This design comes from an exercise in tuning for small area on the open sky130 flow, not from production work. At most, simulation tests tie the RTL to the original design; equivalence was not proved. The RTL of run 2 was laid out without a check of its function. No activity file was given, so power comes from the tool's default toggle rates.

<file path="design/flow/config.mk">
export PLATFORM = sky130hd
export DESIGN_NAME = calculator
export DESIGN_NICKNAME = calculator
export VERILOG_FILES = /design/flow/design.v
export SDC_FILE = /design/flow/constraint.sdc
export NUM_CORES = 4
export LEC_CHECK = 0
export CAP_MARGIN = 20
export CORE_MARGIN = 2
export CORE_UTILIZATION = 40
export SLEW_MARGIN = 20
</file>
<file path="design/flow/constraint.sdc">
create_clock -name core_clock -period 15.0 [get_ports {clk_in}]
set_input_delay 3.0000 -clock core_clock [delete_from_list [all_inputs] [get_ports {clk_in}]]
set_output_delay 3.0000 -clock core_clock [all_outputs]
set_load 0.01 [all_outputs]
</file>
<file path="design/flow/design.v">
module keyboard (line, column, flag, out, clk, rst, tick);
input  clk;
input  rst;
input  tick;
output [3:0] line; 
input [3:0]column; 
output flag;
output [4:0] out;
reg [3:0] cflag;
reg [4:0] out;
reg [3:0] line; 
reg [1:0] i;
wire [1:0] i_next = i + 2'd1;
always @ (posedge clk) begin
    if (rst) begin
        out <= 5'd0;
        cflag <= 4'd0;
    end else if (tick) begin
        if (column[0]) begin
            out <= i + 5'd0;
            cflag[i] <= 1'b1;
        end else
        if (column[1]) begin
            out <= i + 5'd4;
            cflag[i] <= 1'b1;
        end else
        if (column[2]) begin
            out <= i + 5'd8;
            cflag[i] <= 1'b1;
        end else
        if (column[3]) begin
            out <= i + 5'd12;
            cflag[i] <= 1'b1;
        end else begin
            cflag[i] <= 1'b0;
        end
    end
end
always @(posedge clk) begin
    if (rst) begin
        line <= 4'd0;
        i <= 2'd0;
    end else if (tick) begin
        line <= (line & ~(4'b0001 << i)) | (4'b0001 << i_next);
        i <= i_next;
    end
end
assign flag = |cflag;
endmodule
module display_controller(num, first, second, third);
input logic[9:0] num;
output logic [6:0] first;
output logic [6:0] second;
output logic [6:0] third;
logic[3:0] num0;
logic[3:0] num1;
logic[3:0] num2;
always @* begin
        num0 = num % 10;
        num1 = (num / 10) % 10;
        num2 = ((num / 10) / 10) % 10;
        case (num0)
            4'd0 : first = 7'b0111111;
            4'd1 : first = 7'b0000110;
            4'd2 : first = 7'b1011011;
            4'd3 : first = 7'b1001111;
            4'd4 : first = 7'b1100110;
            4'd5 : first = 7'b1101101;
            4'd6 : first = 7'b1111101;
            4'd7 : first = 7'b0000111;
            4'd8 : first = 7'b1111111;
            4'd9 : first = 7'b1101111;    
            default : first = 7'b0000000;
        endcase
        case (num1)
            4'd0 : second = 7'b0111111;
            4'd1 : second = 7'b0000110;
            4'd2 : second = 7'b1011011;
            4'd3 : second = 7'b1001111;
            4'd4 : second = 7'b1100110;
            4'd5 : second = 7'b1101101;
            4'd6 : second = 7'b1111101;
            4'd7 : second = 7'b0000111;
            4'd8 : second = 7'b1111111;
            4'd9 : second = 7'b1101111;    
            default : second = 7'b0000000;
        endcase
        case (num2)
            4'd0 : third = 7'b0111111;
            4'd1 : third = 7'b0000110;
            4'd2 : third = 7'b1011011;
            4'd3 : third = 7'b1001111;
            4'd4 : third = 7'b1100110;
            4'd5 : third = 7'b1101101;
            4'd6 : third = 7'b1111101;
            4'd7 : third = 7'b0000111;
            4'd8 : third = 7'b1111111;
            4'd9 : third = 7'b1101111;    
            default : third = 7'b0000000;
        endcase
end
endmodule
module calculator(line, column, flag, out, first, second, third, clk_in, rst);
output [3:0] line; 
input [3:0]column; 
output flag;
output [4:0] out;
output logic [6:0] first;
output logic [6:0] second;
output logic [6:0] third;
input logic clk_in;
input logic rst;
logic [9:0] num;
logic [9:0] answ;
display_controller display(num, first, second, third); 
typedef enum {FIRST_NUM, SECOND_NUM, EQUAL} state_t;
state_t state, next_state; 
logic [9:0] clk_counter;
always @(posedge clk_in)
    if (rst)
        clk_counter <= 10'd0;
    else
        clk_counter <= clk_counter + 1;
logic tick;
assign tick = (clk_counter == 10'd511);
keyboard board(line, column, flag, out, clk_in, rst, tick);
logic prev_flag;
always @(posedge clk_in)
   if (rst)
       prev_flag <= 1'b0;
   else if (tick)
       prev_flag <= flag;
logic key_pressed;
assign key_pressed = !prev_flag & flag;
always @(posedge clk_in) begin
  if (rst) begin
    state <= FIRST_NUM;
    num = 0;
    answ = 0;
  end else if (tick) begin
    next_state = state;
    case(state)
    FIRST_NUM:
        if(out == 3 && key_pressed) begin
            next_state = SECOND_NUM;
            answ = num;
            num = 0;
        end
        else begin
            if (out >= 0 && out <= 2 && key_pressed) begin
                num = num * 10;
                num = num + out + 1;
            end else if (out >= 4 && out <= 6 && key_pressed) begin
                num = num * 10;
                num = num + out;
            end else if (out >= 8 && out <= 10 && key_pressed) begin
                num = num * 10;
                num = num + out - 1;
            end else if (out == 13 && key_pressed) begin
                num = num * 10;
                num = num + 0;
            end
        end
     SECOND_NUM:
        if(out == 7 && key_pressed) begin
             next_state = EQUAL;
             num = answ + num;
         end
         else begin
             if (out >= 0 && out <= 2 && key_pressed) begin
                num = num * 10;
                num = num + out + 1;
            end else if (out >= 4 && out <= 6 && key_pressed) begin
                num = num * 10;
                num = num + out;
            end else if (out >= 8 && out <= 10 && key_pressed) begin
                num = num * 10;
                num = num + out - 1;
            end else if (out == 13 && key_pressed) begin
                num = num * 10;
                num = num + 0;
            end
         end
      EQUAL:
        if(key_pressed) begin
            next_state = FIRST_NUM;
            num = 0;
            answ = 0;
        end
      default: ;
      endcase
      state <= next_state;
  end
end
endmodule
</file>
<file path="design/flow/run.sh">
#!/bin/bash
# synth_recipe.tcl (not shown) runs the flow's synth.tcl, then flattens the netlist and writes it again
# the make line also repeats each setting of config.mk as NAME=value (left out here)
make -C /OpenROAD-flow-scripts/flow DESIGN_CONFIG=/design/flow/config.mk WORK_HOME=/design/flow/orfs CLKGATE_MAP_FILE= SYNTH_SCRIPT=/design/flow/synth_recipe.tcl finish
</file>
==> results of run 1 <==
==> layout make-up <==
class | instances | share of cell area (%)
inverter | 50 | 2.619
multi-input combinational | 769 | 72.56
clock buffer | 5 | 1.746
tap | 216 | 3.771
clock inverter | 3 | 0.6634
timing repair buffer | 41 | 5.517
sequential | 47 | 13.13
==> through the flow <==
step | cells | hold WS (ps) | cell area, um2
finish | 1131 | 445.7 | 7167
detailed placement | 1123 | 439.3 | 6992
global placement | 1123 | 430.9 | 6992
CTS | 1131 | 450.4 | 7164
floorplan | 907 | 417.6 | 6513
global route | 1131 | 468.6 | 7167
==> critical path: cells and delay by family (launching register included) <==
| family | cells | cell delay, ps |
|---|---|---|
| buffers and inverters | 10 | 1870 |
| XOR/XNOR | 2 | 840 |
| AO/OA/AOI/OAI | 12 | 3250 |
| adder cells (fa/ha/maj) | 5 | 1360 |
| multiplexers | 1 | 120 |
| flip-flops | 1 | 730 |
| AND/OR/NAND/NOR | 4 | 640 |
==> final timing paths <==
check | slack (ps) | cells after the start | end
worst max-delay path | 2900 | 34 | second[3]
worst min-delay path | 450 | 1 | clk_counter[0]
worst max register to register | 10860 | 16 | num[8]
worst min register to register | 450 | 1 | clk_counter[0]
==> layout by cell type, fill, tap and decap left out, types with 9 or more instances in the layout <==
cell type	count
clkdlybuf4s50_1	35
a21oi_1	74
a31oi_1	11
or3_1	18
o21ai_0	60
nand3_1	36
nor3_1	19
a211oi_1	15
nor3b_1	9
xnor2_1	30
xor2_1	13
mux2i_1	22
o221ai_1	9
a21o_1	24
inv_1	44
and3_1	10
o211ai_1	12
o22ai_1	9
nand2_1	95
ha_1	61
nor2_1	86
dfxtp_1	47
nor4_1	9
==> power groups by stage <==
stage	registers, mW	logic [mW]	clock network (mW)
3_5_place_dp	0.129	0.00527	0
5_1_grt	0.126	0.00586	0.137
2_1_floorplan	0.129	0.00331	0
6_report	0.126	0.00522	0.128
4_1_cts	0.126	0.00530	0.132
3_3_place_gp	0.129	0.00528	0
==> kinds of logic after synthesis <==
kind of cell               synth area share (%)
DFF                                       14.45
AOI/OAI and AO/OA                         31.07
other                                   0.05758
muxes                                     4.188
buffers and inverters                     5.744
xor gates and xnor gates                  5.783
adders and majority gates                 12.80
and+or+nand+nor                           25.92
==> metal layers <==
layer,GRT usage [%],wire length [um]
met5,0,0
met4,3.261,153
met3,2.160,681
met1,29.00,8994
met2,30.10,7499
==> impl_metrics.csv, run 1 <==
group,metric,value,unit
run_status,status,"timing/DRC/antenna clean",
cts,cts_made_buffers,5,
setup_path,rr_startpoint,"num[2]",
final_layout,fin_nets,984,
pwr,pwr-share-comb,2.0,%
final_layout,final_core_util,45.12,%
cts,cts_tree,"done",
min_path,min_path_type,"reg -> reg",
pwr,seq_power_share,48.5,%
pwr,total_power,0.2597,mW
timing,setup_tns,0,ps
yosys,ys_top_cells_by_area,"dfxtp_1, ha_1, a21oi_1",
timing,worstMarginPinSlew,827.1,ps
detailed_routing,vias,6505,
setup_path,cpMostUsedCell,"inv_1",
floorplanning,ios,37,
yosys,syn_avg_cell_area,7.180,um2
grt,gr-total-overflow,0,
run,drv_cap,0,
cts,clock_path_buffers,2,
placed_design,io_buffers,35,
timing,rsz0062_at_grt,"false",
detailed_routing,viasPerCell,5.752,
setup_path,critical_path_class,"reg -> out",
placed_design,dp_hpwl,13.23,mm
floorplanning,start_util,41.00,%
yosys,synth_nets,977,
floorplanning,core.rowCount,46,
setup_path,worstSetupEndpointType,"output port",
timing,clock_skew,4.895,ps
final_layout,synthToLayoutAreaGrowth,10.05,%
pwr,ir_drop,0.04730,mV
cts,hold_buffers,0,
pwr,internal_power,0.2071,mW
timing,relSlewSlack,44.44,%
grt,grt_pass1_vias,5805,
yosys,yosysMostFrequentCell,"nand2_1",
placed_design,place_ws,3407,ps
timing,period_share,80.68,%
final_layout,nFillCells,1637,
pwr,power_leakage,2.884,nW
setup_path,cp-start-kind,"flop",
floorplanning,fp.dieH,131.6,um
yosys,synth_cells,907,
timing,final-max-slew-violation-count,0,
pwr,p_sw,0.05262,mW
timing,final.min_clock_period,12100,ps
cts,clk_latency,290,ps
yosys,ys.flop_type,"dfxtp_1",
final_layout,seq_area,940.9,um2
pwr,power_frac_clock,49.5,%
setup_path,crit_start,"num[8]",
yosys,synth_top_area_share,14.45,%
detailed_routing,routed_wl,17.33,mm
final_layout,multi_input_area,0.005200,mm2
yosys,async_flop_share,0,%
detailed_routing,drc,0,
yosys,ys_ff_latch,47,
setup_path,cp_max_fo,16,
final_layout,diodes,0,
yosys,synth_common_cells,"nand2_1, nor2_1, a21oi_1",
grt,grt_use_total,19.37,%
floorplanning,fp.dieW,131.6,um
detailed_routing,drtAntennaViolNets,0,
yosys,netlist.top_cell.by_area,"dfxtp_1",
cts,clkTransAtPathRegs,70,ps
detailed_routing,post_drt_wl_per_cell,15.32,um
yosys,yosys_warnings,3,
cts,root_buffer,"clkbuf_16",
detailed_routing,dr.first_iter.drc_count,600,
cts,h-tree-depth,2,
timing,setup_ws,2899,ps
setup_path,cpPeakStageDelay,730,ps
floorplanning,design.die.area,0.01732,mm2
timing,finalHoldViolations,0,
setup_path,slowest_stage,"dfxtp_1",
yosys,yosysSeqAreaShare,14.45,%
yosys,synth_area,0.006512,mm2
setup_path,required,12000,ps
yosys,synth_cell_types,93,
grt,grt_max_degree,48,
cts,ctsResizeCount,0,
grt,antenna_found_initial,0,
timing,finalSetupViolCount,0,
setup_path,arrival,9100,ps
grt,grt_pass1_wl,28.89,mm
min_path,min-delay-start,"clk_counter[0]",
detailed_routing,drt_first_pass_iters,5,
yosys,synth_edf_count,0,
placed_design,place_congestion,0.9448,
final_layout,drive_gt1_share,6.230,%
floorplanning,core,0.01589,mm2
pwr,powerDensity,36.23,mW/mm2
pwr,swShare,20.26,%
timing,fmax,82.64,MHz
cts,cts.sink_count,47,
cts,postCtsSetupBuffers,0,
==> run 2: changes to the inputs <==
==> design/flow/design.v (replaced) <==
module keyboard (line, column, flag, out, clk, rst, tick, key_pressed);
input  clk;
input  rst;
input  tick;
output [3:0] line;
input [3:0] column;
output flag;
output [4:0] out;
output key_pressed;
reg [2:0] fs;
reg [3:0] code;
reg [1:0] i;
wire hit = |column;
wire started = |fs;
assign flag = fs[2] | fs[1];
assign key_pressed = ~fs[2] & fs[1];
assign out = {1'b0, code};
assign line = started ? (4'b0001 << i) : 4'b0000;
always @(posedge clk) begin
    if (rst) begin
        fs <= 3'b000;
        code <= 4'd0;
        i <= 2'd0;
    end else if (tick) begin
        i <= i + 2'd1;
        if (hit) begin
            code[1:0] <= i;
            code[3:2] <= column[0] ? 2'd0 : column[1] ? 2'd1 : column[2] ? 2'd2 : 2'd3;
            fs <= flag ? 3'b100 : 3'b010;
        end else if (fs[2])
            fs <= (fs == 3'b111) ? 3'b001 : fs + 3'd1;
        else if (fs[1])
            fs <= 3'b101;
        else
            fs <= 3'b001;
    end
end
endmodule
module seg7(input [3:0] d, output reg [6:0] s);
always @* begin
    case (d)
        4'd0 : s = 7'b0111111;
        4'd1 : s = 7'b0000110;
        4'd2 : s = 7'b1011011;
        4'd3 : s = 7'b1001111;
        4'd4 : s = 7'b1100110;
        4'd5 : s = 7'b1101101;
        4'd6 : s = 7'b1111101;
        4'd7 : s = 7'b0000111;
        4'd8 : s = 7'b1111111;
        4'd9 : s = 7'b1101111;
        default : s = 7'bxxxxxxx;
    endcase
end
endmodule
module display_controller(num, first, second, third);
input logic [9:0] num;
output logic [6:0] first;
output logic [6:0] second;
output logic [6:0] third;
function automatic [3:0] a3(input [3:0] x);
    a3 = (x >= 4'd5) ? x + 4'd3 : x;
endfunction
logic [25:0] s;
integer k;
always @* begin
    s = {16'd0, num};
    for (k = 0; k < 10; k = k + 1) begin
        if (k >= 3) begin
            s[13:10] = a3(s[13:10]);
            s[17:14] = a3(s[17:14]);
            s[21:18] = a3(s[21:18]);
        end
        s = s << 1;
    end
end
seg7 u0(s[13:10], first);
seg7 u1(s[17:14], second);
seg7 u2(s[21:18], third);
endmodule
module calculator(line, column, flag, out, first, second, third, clk_in, rst);
output [3:0] line;
input [3:0]column;
output flag;
output [4:0] out;
output logic [6:0] first;
output logic [6:0] second;
output logic [6:0] third;
input logic clk_in;
input logic rst;
logic [9:0] num;
logic [9:0] answ;
display_controller display(num, first, second, third);
localparam [1:0] FIRST_NUM = 2'd0, SECOND_NUM = 2'd1, EQUAL = 2'd2;
logic [1:0] state;
logic [9:0] clk_counter;
always @(posedge clk_in)
    if (rst)
        clk_counter <= 10'd0;
    else
        clk_counter <= clk_counter + 10'd1;
logic tick;
assign tick = (clk_counter == 10'd511);
logic key_pressed;
keyboard board(line, column, flag, out, clk_in, rst, tick, key_pressed);
wire [3:0] k = out[3:0];
wire is_plus = (k == 4'd3);
wire is_eq = (k == 4'd7);
logic is_digit;
logic [3:0] d;
always @* begin
    is_digit = 1'b1;
    case (k)
        4'd0: d = 4'd1;  4'd1: d = 4'd2;  4'd2: d = 4'd3;
        4'd4: d = 4'd4;  4'd5: d = 4'd5;  4'd6: d = 4'd6;
        4'd8: d = 4'd7;  4'd9: d = 4'd8;  4'd10: d = 4'd9;
        4'd13: d = 4'd0;
        default: begin d = 4'bxxxx; is_digit = 1'b0; end
    endcase
end
wire [9:0] num_d = {num[6:0], 3'b000} + {num[8:0], 1'b0} + {6'd0, d};
wire [9:0] num_s = answ + num;
always @(posedge clk_in) begin
    if (rst) begin
        state <= FIRST_NUM;
        num <= 10'd0;
    end else if (tick && key_pressed) begin
        case (state)
        FIRST_NUM:
            if (is_plus) begin
                state <= SECOND_NUM;
                num <= 10'd0;
            end else if (is_digit)
                num <= num_d;
        SECOND_NUM:
            if (is_eq) begin
                state <= EQUAL;
                num <= num_s;
            end else if (is_digit)
                num <= num_d;
        EQUAL: begin
            state <= FIRST_NUM;
            num <= 10'd0;
        end
        default: ;
        endcase
    end
end
always @(posedge clk_in)
    if (tick && key_pressed && state == FIRST_NUM && is_plus)
        answ <= num;
endmodule
==> run 2 against run 1 <==
Non-clock buffer count is 4 lower. Utilization is 1.7 points higher. First-iteration DRC count is 82% lower. Sequential share of layout area is 4.8 points higher. Clock power hardly changed. Clock-buffer cell count stayed put. Power is 0.73% lower. Die area is 22% lower. Largest power group is now registers. Still clean. Maximum frequency is 5.5% lower. Flip-flop and latch count is 1 lower. Setup slack worse by 700 ps.
==> impl_metrics.csv, run 2 <==
group,metric,value,unit
final_layout,final_common_cell,"ha_1",
final_layout,diodes,0,
yosys,ys_top_cells_by_area,"ha_1, dfxtp_1, edfxtp_1",
grt,gr-total-overflow,0,
detailed_routing,drtAntennaViolNets,0,
cts,ctsResizeCount,0,
yosys,synth_common_cells,"ha_1, nor2_1, inv_1",
setup_path,slowest_stage,"clkdlybuf4s50_1",
cts,cts_made_buffers,5,
setup_path,rrSetupSlack,11790,ps
timing,whs,452.8,ps
detailed_routing,routed_wl,9.948,mm
cts,cts_tree,"done",
min_path,min_path_type,"reg -> reg",
placed_design,io_buffers,35,
detailed_routing,viasPerCell,5.149,
timing,finalHoldViolations,0,
yosys,yosysMostFrequentCell,"ha_1",
floorplanning,start_util,41.40,%
grt,grt_pass1_vias,3986,
run,drv_cap,0,
yosys,yosys_warnings,4,
final_layout,fin_cells,798,
yosys,ys_ff_latch,46,
yosys,netlist.top_cell.by_area,"ha_1",
run_status,status,"timing/DRC/antenna clean",
yosys,ys.flop_type,"dfxtp_1",
timing,rsz0062_at_grt,"false",
cts,root_buffer,"clkbuf_16",
yosys,synth_cells,600,
timing,finalSetupViolCount,0,
floorplanning,ios,37,
cts,postCtsSetupBuffers,0,
pwr,power_leakage,2.508,nW
detailed_routing,vias,4109,
yosys,syn_avg_cell_area,8.391,um2
setup_path,cp-start-kind,"flop",
final_layout,drive_gt1_share,8.254,%
setup_path,required,12000,ps
floorplanning,fp.dieH,116.2,um
placed_design,place_congestion,0.8400,
yosys,async_flop_share,0,%
yosys,synth_edf_count,10,
placed_design,dp_hpwl,7.886,mm
yosys,synth_top_area_share,19.14,%
yosys,synth_cell_types,77,
detailed_routing,drt_first_pass_iters,4,
timing,period_share,85.34,%
timing,relSlewSlack,34.44,%
timing,final-max-slew-violation-count,0,
cts,h-tree-depth,2,
cts,cts.sink_count,46,
grt,grt_use_total,15.54,%
grt,grt_max_degree,34,
timing,final.min_clock_period,12800,ps
final_layout,mostFrequentLayoutCells,"ha_1, nor2_1, inv_1, a21oi_1",
setup_path,cpMostUsedCell,"ha_1",
setup_path,worstSetupEndpointType,"output port",
placed_design,placed_cells,790,
detailed_routing,drc,0,
floorplanning,core.rowCount,40,
timing,worstMarginPinSlew,979.9,ps
final_layout,synthToLayoutAreaGrowth,13.20,%
grt,antenna_found_initial,0,
setup_path,arrival,9800,ps
cts,clock_path_buffers,2,
timing,setup_ws,2199,ps
floorplanning,fp.dieW,116.2,um
grt,grt_pass1_wl,17.58,mm
timing,setup_tns,0,ps
pwr,ir_drop,0.05772,mV
setup_path,cp_max_fo,13,
detailed_routing,post_drt_wl_per_cell,12.47,um
cts,clkTransAtPathRegs,60,ps
timing,clock_skew,5.122,ps
setup_path,crit_family,"compound AO/OA/AOI/OAI gates",
cts,hold_buffers,0,
yosys,synth_nets,686,
detailed_routing,dr.first_iter.drc_count,109,
final_layout,fin_nets,715,
timing,fmax,78.12,MHz
pwr,powerDensity,45.23,mW/mm2
final_layout,top_regs,"answ: 10 flops, clk_counter: 10 flops, num: 10 flops",
floorplanning,core,0.01216,mm2
placed_design,place_ws,2467,ps
setup_path,critical_path_class,"reg -> out",
yosys,yosysSeqAreaShare,20.28,%
cts,clk_latency,280,ps
yosys,synth_area,0.005035,mm2
setup_path,crit_buf_inv,5,
setup_path,cpPeakStageDelay,570,ps
floorplanning,design.die.area,0.01350,mm2
run 2: kinds of logic (layout without fill, tap and decap cells):
group / count (synthesis) / after routing / synth area share (%)
compound gates: 144 / 144 / 19.63
xor+xnor: 31 / 31 / 5.542
fa+ha+maj: 80 / 80 / 20.33
buf+inv: 69 / 99 / 5.616
flops: 46 / 46 / 20.28
mux: 47 / 47 / 10.76
other cells: 1 / 1 / 0.07448
simple gates: 182 / 182 / 17.77
run 2: where the power goes:
| part | internal [mW] | leakage, nW | total [mW] | switching, mW |
|---|---|---|---|---|
| registers | 0.126 | 0.383 | 0.127 | 0.000554 |
| clock network | 0.0789 | 0.0842 | 0.126 | 0.0469 |
| logic | 0.00224 | 2.04 | 0.00498 | 0.00274 |
run 2: final cells by class:
type / count / area (um2)
tap: 168 / 210.2
multi-input combinational: 485 / 3731
clock inverter: 3 / 43.79
clock buffer: 5 / 125.1
timing repair buffer: 37 / 365.4
inverter: 54 / 202.7
fill: 1158 / 6462
sequential: 46 / 1021
run 2: metal layers:
layer / GRT usage (%) / vias up / wire length, um
met5: 0 / - / 0
met3: 1.816 / 6 / 208
met4: 3.095 / 0 / 70
li1: - / 2173 / -
met2: 28.58 / 46 / 4905
met1: 19.64 / 1884 / 4764
run 2: final timing paths:
check	endpoint	startpoint	depth (start not counted)
max	first[6]	num[8]	42
min	clk_counter[0]	clk_counter[0]	1
max reg2reg	num[9]	num[0]	13
min reg2reg	clk_counter[0]	clk_counter[0]	1
run 2: per-stage QoR:
stage                     total power, mW  cell area [um2]  util (%)
after detailed placement           0.1350             5530     45.47
after CTS                          0.2617             5699     46.86
after global routing               0.2672             5699     46.86
after floorplan                    0.1326             5035         -
final                              0.2578             5699     46.86
after global placement             0.1347             5530     45.47

[what the ideal ports hide]
How much do the figures lean on ideal ports? The routed layouts below were timed once more, with nothing changed but the port constraints.
Step 1 assumes that a clkbuf_16 drives the clock port and a buf_2 every other input.
Step 2 adds t to the input delays and takes it off the output delays; t is the mean of the earliest and latest rising clock arrival at the registers after step 1. Input paths then give back, and output paths get back, about the clock's delay inside the block.
Slacks: ideal ports / drivers / drivers and shift; pairs: ideal ports / drivers.
run	t, ns	setup slack, ns	worst setup path after step 2	pins driven straight from the clock port
run 1	0.322	2.899 / 2.864 / 3.185	register to output	1
run 2	0.312	2.199 / 2.164 / 2.477	register to output	1
After both steps setup and hold are still met in every run listed.
